This design comes from an exercise in tuning for small area on the open sky130 flow, not from production work. The RTL was checked by simulation tests, not by an equivalence proof against the original design. No activity file was given, so power comes from the tool's default toggle rates. The flow treats the clock pin as an ideal source, which a real chip does not have.

// apb_wrapper
module apb_wrapper #(parameter
            ADDR_WIDTH = 16,
            DATA_WIDTH = 32 )
(
    input   logic                       pclk,
    input   logic                       preset_n,
    input   logic                       tx_valid,
    input   logic   [1:0]               tx_encode,
    input   logic   [ADDR_WIDTH-1:0]    tx_addr,
    input   logic   [DATA_WIDTH-1:0]    tx_wdata,
    output  logic   [DATA_WIDTH-1:0]    tx_rdata,
    output  logic                       tx_rvalid,
    output  logic                       Intr ,            
    input   logic                       Tx_done_i,       
    input   logic                       Rx_done_i,
    input   logic                       Arb_done_i
    );
    localparam [3:0] OP_RZERO = 4'd9;
    localparam [3:0] OP_WST   = 4'd10;
    localparam [3:0] OP_WIE   = 4'd11;
    localparam [3:0] OP_NONE  = 4'd15;
    reg         s_setup;
    reg         s_acc;
    reg  [4:0]  op;
    reg  [16:0] cfg0;
    reg  [20:0] cfg1;
    reg  [31:0] cfg4, cfg5, cfg6, cfg7, cfg8;
    reg  [6:0]  vld;             
    reg  [2:0]  status_reg;
    reg  [2:0]  intr_en;
    wire        req    = tx_valid & ~tx_encode[1];
    wire        take   = req & ~s_setup;
    wire        is_wr  = tx_encode[0];
    wire        in_map = (tx_addr[15:6] == 10'd0) && (tx_addr[1:0] == 2'b00)
                         && (~tx_addr[5] || (tx_addr[4:2] == 3'b000));
    wire [3:0]  idx    = tx_addr[5:2];
  ...
Size: ~250 flip-flops, about 90 I/O pins.
Settings: LEC_CHECK=0, CAP_MARGIN=0, CORE_MARGIN=2, CORE_UTILIZATION=70, SLEW_MARGIN=0; clock period 5.0 ns.
standard.sh (not shown) runs the stock make flow with config.mk's settings and CLKGATE_MAP_FILE= SYNTH_SCRIPT=/design/flow/synth_recipe.tcl, a recipe that flattens the netlist after the stock synthesis.
==> flow/flow/run.sh <==
#!/bin/bash
# The standard layout (standard.sh: unchanged synthesis and ORFS steps) with
# two changes made through ORFS's own variables:
#  * the port buffers that global placement inserts (one per input and output
#    port, as in the standard flow) use the smallest buffer cell, buf_1;
#  * clock tree synthesis uses clkbuf_8 for clusters of up to 20 sinks and
#    inserts no dummy loads. The tree is still built by TritonCTS, balanced
#    for all registers alike; no register's clock is skewed on purpose.
# make's full output goes to flow_make.log here; each ORFS step also writes its
# own log under orfs/logs/.
set -euo pipefail
export BUFFER_PORTS_ARGS="-buffer_cell sky130_fd_sc_hd__buf_1"
export CTS_ARGS="-sink_clustering_enable -repair_clock_nets -sink_clustering_size 24 -sink_clustering_max_diameter 45 -buf_list sky130_fd_sc_hd__clkbuf_8 -dont_use_dummy_load"
bash standard.sh > flow_make.log 2>&1
The baseline ran to the end with no violations.
Rerun with:
--- a/flow/flow/run.sh
+++ b/flow/flow/run.sh
@@ -11,4 +11,4 @@
 set -euo pipefail
 export BUFFER_PORTS_ARGS="-buffer_cell sky130_fd_sc_hd__buf_1"
-export CTS_ARGS="-sink_clustering_enable -repair_clock_nets -sink_clustering_size 24 -sink_clustering_max_diameter 45 -buf_list sky130_fd_sc_hd__clkbuf_8 -dont_use_dummy_load"
+export CTS_ARGS="-sink_clustering_enable -repair_clock_nets -sink_clustering_size 20 -sink_clustering_max_diameter 60 -buf_list sky130_fd_sc_hd__clkbuf_8 -dont_use_dummy_load"
 bash standard.sh > flow_make.log 2>&1
Outcome: Die area is unchanged; worst hold slack gets worse by 0.013 ns; cell area came out lower slightly; flip-flop and latch count does not change; critical path depth stays the same; area after synthesis is unchanged; combinational power hardly moves; via count hardly moves; power fell slightly.
Rerun with:
==> flow/flow/run.sh (replaced) <==
#!/bin/bash
# The standard layout (standard.sh, unchanged synthesis and steps), with one
# change: the input and output port buffers that global placement inserts are
# made from the smallest buffer cell (sky130_fd_sc_hd__buf_1) instead of the one
# buffer_ports picks by default. Every port still gets its own buffer.
# make's full output (all ORFS steps) goes to flow_make.log here; each ORFS step
# also keeps its own log under orfs/logs/.
set -euo pipefail
export BUFFER_PORTS_ARGS="-buffer_cell sky130_fd_sc_hd__buf_1"
bash standard.sh > flow_make.log 2>&1
Settings changed: CAP_MARGIN 0 to 20, CTS_BUF_LIST set to sky130_fd_sc_hd__clkbuf_8, CTS_CLUSTER_DIAMETER set to 60, CTS_CLUSTER_SIZE set to 16, SLEW_MARGIN 0 to 20.
What happened: Flip-flop and latch count stays the same. Cell area rose by 1.1%. Wire length hardly moves. Cell count went up by 2.2%.
Rerun with:
==> flow/flow/run.sh (replaced) <==
#!/bin/bash
# The standard layout (standard.sh: unchanged synthesis and ORFS steps) with
# two changes made through ORFS's own variables:
#  * the port buffers that global placement inserts (one per input and output
#    port, as in the standard flow) use the smallest buffer cell, buf_1;
#  * clock tree synthesis uses clkbuf_8 for clusters of up to 20 sinks and
#    inserts no dummy loads. The tree is still built by TritonCTS, balanced
#    for all registers alike; no register's clock is skewed on purpose.
# make's full output goes to flow_make.log here; each ORFS step also writes its
# own log under orfs/logs/.
set -euo pipefail
export BUFFER_PORTS_ARGS="-buffer_cell sky130_fd_sc_hd__buf_1"
export CTS_ARGS="-sink_clustering_enable -repair_clock_nets -sink_clustering_size 20 -sink_clustering_max_diameter 60 -buf_list sky130_fd_sc_hd__clkbuf_8 -dont_use_dummy_load"
bash standard.sh > flow_make.log 2>&1
Settings changed: CAP_MARGIN 20 to 0, CTS_BUF_LIST sky130_fd_sc_hd__clkbuf_8 to unset, CTS_CLUSTER_DIAMETER 60 to unset, CTS_CLUSTER_SIZE 16 to unset, PLACE_DENSITY set to 0.85, SLEW_MARGIN 20 to 0.
Cell count goes down by 2.1%.
Routed wire length goes down by 0.96%.
Worst hold slack improved by 0.0055 ns.
Critical path depth stays the same.
Clock power goes down by 14%.
Maximum frequency goes up by 6.6%.
Worst setup slack improved by 0.17 ns.
Global-route usage goes down by 0.52 points.
Via count goes up by 2.1%.
Rerun with:
==> flow/flow/run.sh (replaced) <==
#!/bin/bash
set -euo pipefail
export BUFFER_PORTS_ARGS="-buffer_cell sky130_fd_sc_hd__buf_1"
export CTS_ARGS="-sink_clustering_enable -repair_clock_nets -sink_clustering_size 20 -sink_clustering_max_diameter 60 -buf_list sky130_fd_sc_hd__clkbuf_8 -dont_use_dummy_load"
bash standard.sh > flow_make.log 2>&1
Settings changed: PLACE_DENSITY 0.85 to unset.
Effect: The new run finished with timing, DRC and antenna clean. Clock power stays flat. Non-clock buffer count rose by 1. Power barely changes. Cell area hardly moves. Maximum frequency fell by about 7%. Count of clock-buffer cells in the layout stays the same. Routed wire length rose by about 0.7%. Utilization hardly moves. Global-route usage rose by 0.41 points. Combinational power fell by about 0.8%.
Rerun with:
==> flow/flow/run.sh (replaced) <==
#!/bin/bash
set -euo pipefail
export BUFFER_PORTS_ARGS="-buffer_cell sky130_fd_sc_hd__buf_1"
export CTS_ARGS="-sink_clustering_enable -repair_clock_nets -sink_clustering_size 36 -sink_clustering_max_diameter 100 -buf_list sky130_fd_sc_hd__clkbuf_16 -dont_use_dummy_load"
bash standard.sh > flow_make.log 2>&1
Effect: Clock-buffer cell count falls by 6. Utilization climbs by 0.25 points. Synthesized area is unchanged. Clock power went up by 7.6%. Cell area goes up by 0.32%. Via count fell by about 0.6%. Maximum frequency went down by about 1%. Setup slack is worse by 0.028 ns. Power came out higher by about 2%.

========
== job 8936 ==
apb_wrapper, a different RTL version from the one above (not shown whole).
For scale: roughly 500 cells after synthesis, about 250 flip-flops, about 90 I/O pins, roughly 8900 um^2 of cells after synthesis.
Settings: LEC_CHECK=0, CAP_MARGIN=20, CORE_MARGIN=2, CORE_UTILIZATION=70, CTS_BUF_LIST=sky130_fd_sc_hd__clkbuf_4, CTS_CLUSTER_DIAMETER=40, CTS_CLUSTER_SIZE=8, SLEW_MARGIN=20; clock period 5.0 ns.
run.sh (not shown) runs the stock make flow with config.mk's settings and CLKGATE_MAP_FILE= SYNTH_SCRIPT=/design/flow/synth_recipe.tcl, a recipe that flattens the netlist after the stock synthesis.
Stock flow here: none of the scripts above is used.
Input-level comparison between job 7732 and job 8936:
- an added ABC_AREA of 1
- a change of CORE_UTILIZATION from 70 to 40
- a deleted CTS_CLUSTER_SIZE that had been 8
- a deleted CTS_BUF_LIST that had been sky130_fd_sc_hd__clkbuf_4
- a deleted CTS_CLUSTER_DIAMETER that had been 40
==> run summary <==
- Job 7732 closes out successfully: all stages finished, all timing, DRC and antenna checks passed.
- Of the two values seen for main combinational cell family by area after synthesis, simple AND/OR/NAND/NOR gates was produced by job 7732 and compound AO/OA/AOI/OAI gates by job 8936.
- Between job 8936 and job 7732, the flow reports maximum VDD drop increasing by more than 10%.
- The minimum hold slack reported for job 7732 is smaller than that of job 8936 by 37 ps.
- Relative to job 8936, the multi-input combinational cell count of job 7732 is higher by 162.
Input-level comparison between job 4873 and job 7732:
- ABC_AREA: 1 -> unset
- CTS_CLUSTER_DIAMETER: unset -> 60
- CTS_BUF_LIST: unset -> sky130_fd_sc_hd__clkbuf_8
- CORE_UTILIZATION: 40 -> 70
- CTS_CLUSTER_SIZE: unset -> 16
==> flow/flow/run.sh (new file) <==
#!/bin/bash
# The standard layout (standard.sh, unchanged synthesis and steps), with one
# change: the input and output port buffers that global placement inserts are
# made from the smallest buffer cell (sky130_fd_sc_hd__buf_1) instead of the one
# buffer_ports picks by default. Every port still gets its own buffer.
# make's full output (all ORFS steps) goes to flow_make.log here; each ORFS step
# also keeps its own log under orfs/logs/.
set -euo pipefail
export BUFFER_PORTS_ARGS="-buffer_cell sky130_fd_sc_hd__buf_1"
bash standard.sh > flow_make.log 2>&1
==> flow/standard.sh (new file) <==
#!/bin/bash
# synth_recipe.tcl (not shown) runs the flow's synth.tcl, then flattens the netlist and writes it again
# the make line also repeats each setting of config.mk as NAME=value (left out here)
make -C /OpenROAD-flow-scripts/flow DESIGN_CONFIG=/design/flow/config.mk WORK_HOME=/design/flow/orfs CLKGATE_MAP_FILE= SYNTH_SCRIPT=/design/flow/synth_recipe.tcl "${@:-finish}"
removed: flow/run.sh
### Flow results
The more densely filled core belongs to job 4873, not job 7732. Per the comparison of job 4873 with job 7732, total power now smaller; final cell count without fillers now smaller. The flow did not stop early for job 4873: all stages ran, and the layout cleared the timing, DRC and antenna checks. Against job 7732, job 4873 comes in 69 ps higher on slew of the pin with the lowest slew margin.
Setup changes, job 4873 to job 1977
- removing CTS_CLUSTER_SIZE (formerly 16)
- removing CTS_CLUSTER_DIAMETER (formerly 60)
- changing CORE_UTILIZATION from 70 to 40
- removing CTS_BUF_LIST (formerly sky130_fd_sc_hd__clkbuf_8)
==> flow/run.sh (new file) <==
#!/bin/bash
# synth_recipe.tcl (not shown) runs the flow's synth.tcl, then flattens the netlist and writes it again
# the make line also repeats each setting of config.mk as NAME=value (left out here)
make -C /OpenROAD-flow-scripts/flow DESIGN_CONFIG=/design/flow/config.mk WORK_HOME=/design/flow/orfs CLKGATE_MAP_FILE= SYNTH_SCRIPT=/design/flow/synth_recipe.tcl finish
removed: flow/flow/run.sh
removed: flow/standard.sh
Results
- Per the comparison of job 1977 with job 4873, global-route usage over all layers fell by 9.5 points; proportion of cell area occupied by registers lower; minimum clock period after layout rose 200 ps; total wire length after detailed routing has increased.
- First-pass GRT wire length delta (job 1977 − job 4873): unfavourable
- In the tables for job 1977 and job 4873, met2 wire length reads lower with job 4873.
- Job 4873 -> job 1977: count of input and output buffers delta 0, exact match
- As far as post-detailed-route DRC marker count goes, job 4873 and job 1977 are indistinguishable; the numbers are identical.
- Relative to job 4873, the clock skew of job 1977 is lower by 12 ps.
- Utilization: job 1977 and job 4873 compared, lower one is job 1977
- Compared to job 4873, job 1977 was floorplanned on a bigger die.

==> re-timing with driven ports <==
Ports are ideal in the flow. The routed layouts listed here were re-timed in OpenROAD. Step 1, drivers: a clkbuf_16 drives pclk and a buf_2 each remaining input, both assumed. Step 2 moves the port delays by t, midway between the first and last clock arrival at a register: inputs arrive t later, outputs are due t later. That takes back most of the time a late clock gives input paths. Slacks: ideal / step 1 / step 2; pairs: ideal / step 1.
run	t, ns	setup slack, ns	hold WS [ns]	latest minus earliest clock arrival (ns)	cell pins on the clock port's net
the first run of note 1	0.530	2.319 / 2.332 / 1.802	0.439 / 0.439 / 0.439	0.047 / 0.047	1
the second run of note 1	0.516	2.301 / 2.310 / 1.794	0.426 / 0.426 / 0.426	0.034 / 0.034	1
the third run of note 1	0.544	2.335 / 2.347 / 1.804	0.422 / 0.422 / 0.422	0.014 / 0.015	1
the fourth run of note 1	0.516	2.500 / 2.512 / 1.995	0.428 / 0.428 / 0.428	0.051 / 0.051	1
the fifth run of note 1	0.516	2.301 / 2.310 / 1.794	0.426 / 0.426 / 0.426	0.034 / 0.034	1
the sixth run of note 1	0.503	2.273 / 2.290 / 1.787	0.431 / 0.431 / 0.431	0.028 / 0.028	1
job 8936	0.615	1.887 / 1.898 / 1.282	0.442 / 0.442 / 0.442	0.035 / 0.035	1
job 7732	0.556	1.780 / 1.796 / 1.241	0.405 / 0.405 / 0.405	0.006 / 0.007	1
job 4873	0.546	2.013 / 2.027 / 1.481	0.434 / 0.434 / 0.434	0.023 / 0.022	1
job 1977	0.567	1.817 / 1.841 / 1.274	0.439 / 0.439 / 0.439	0.010 / 0.010	1
After both steps every run listed still meets setup and hold. The setup slack of job 8936, which loses most, moves by +0.011 ns with the drivers and by -0.605 ns with both steps.
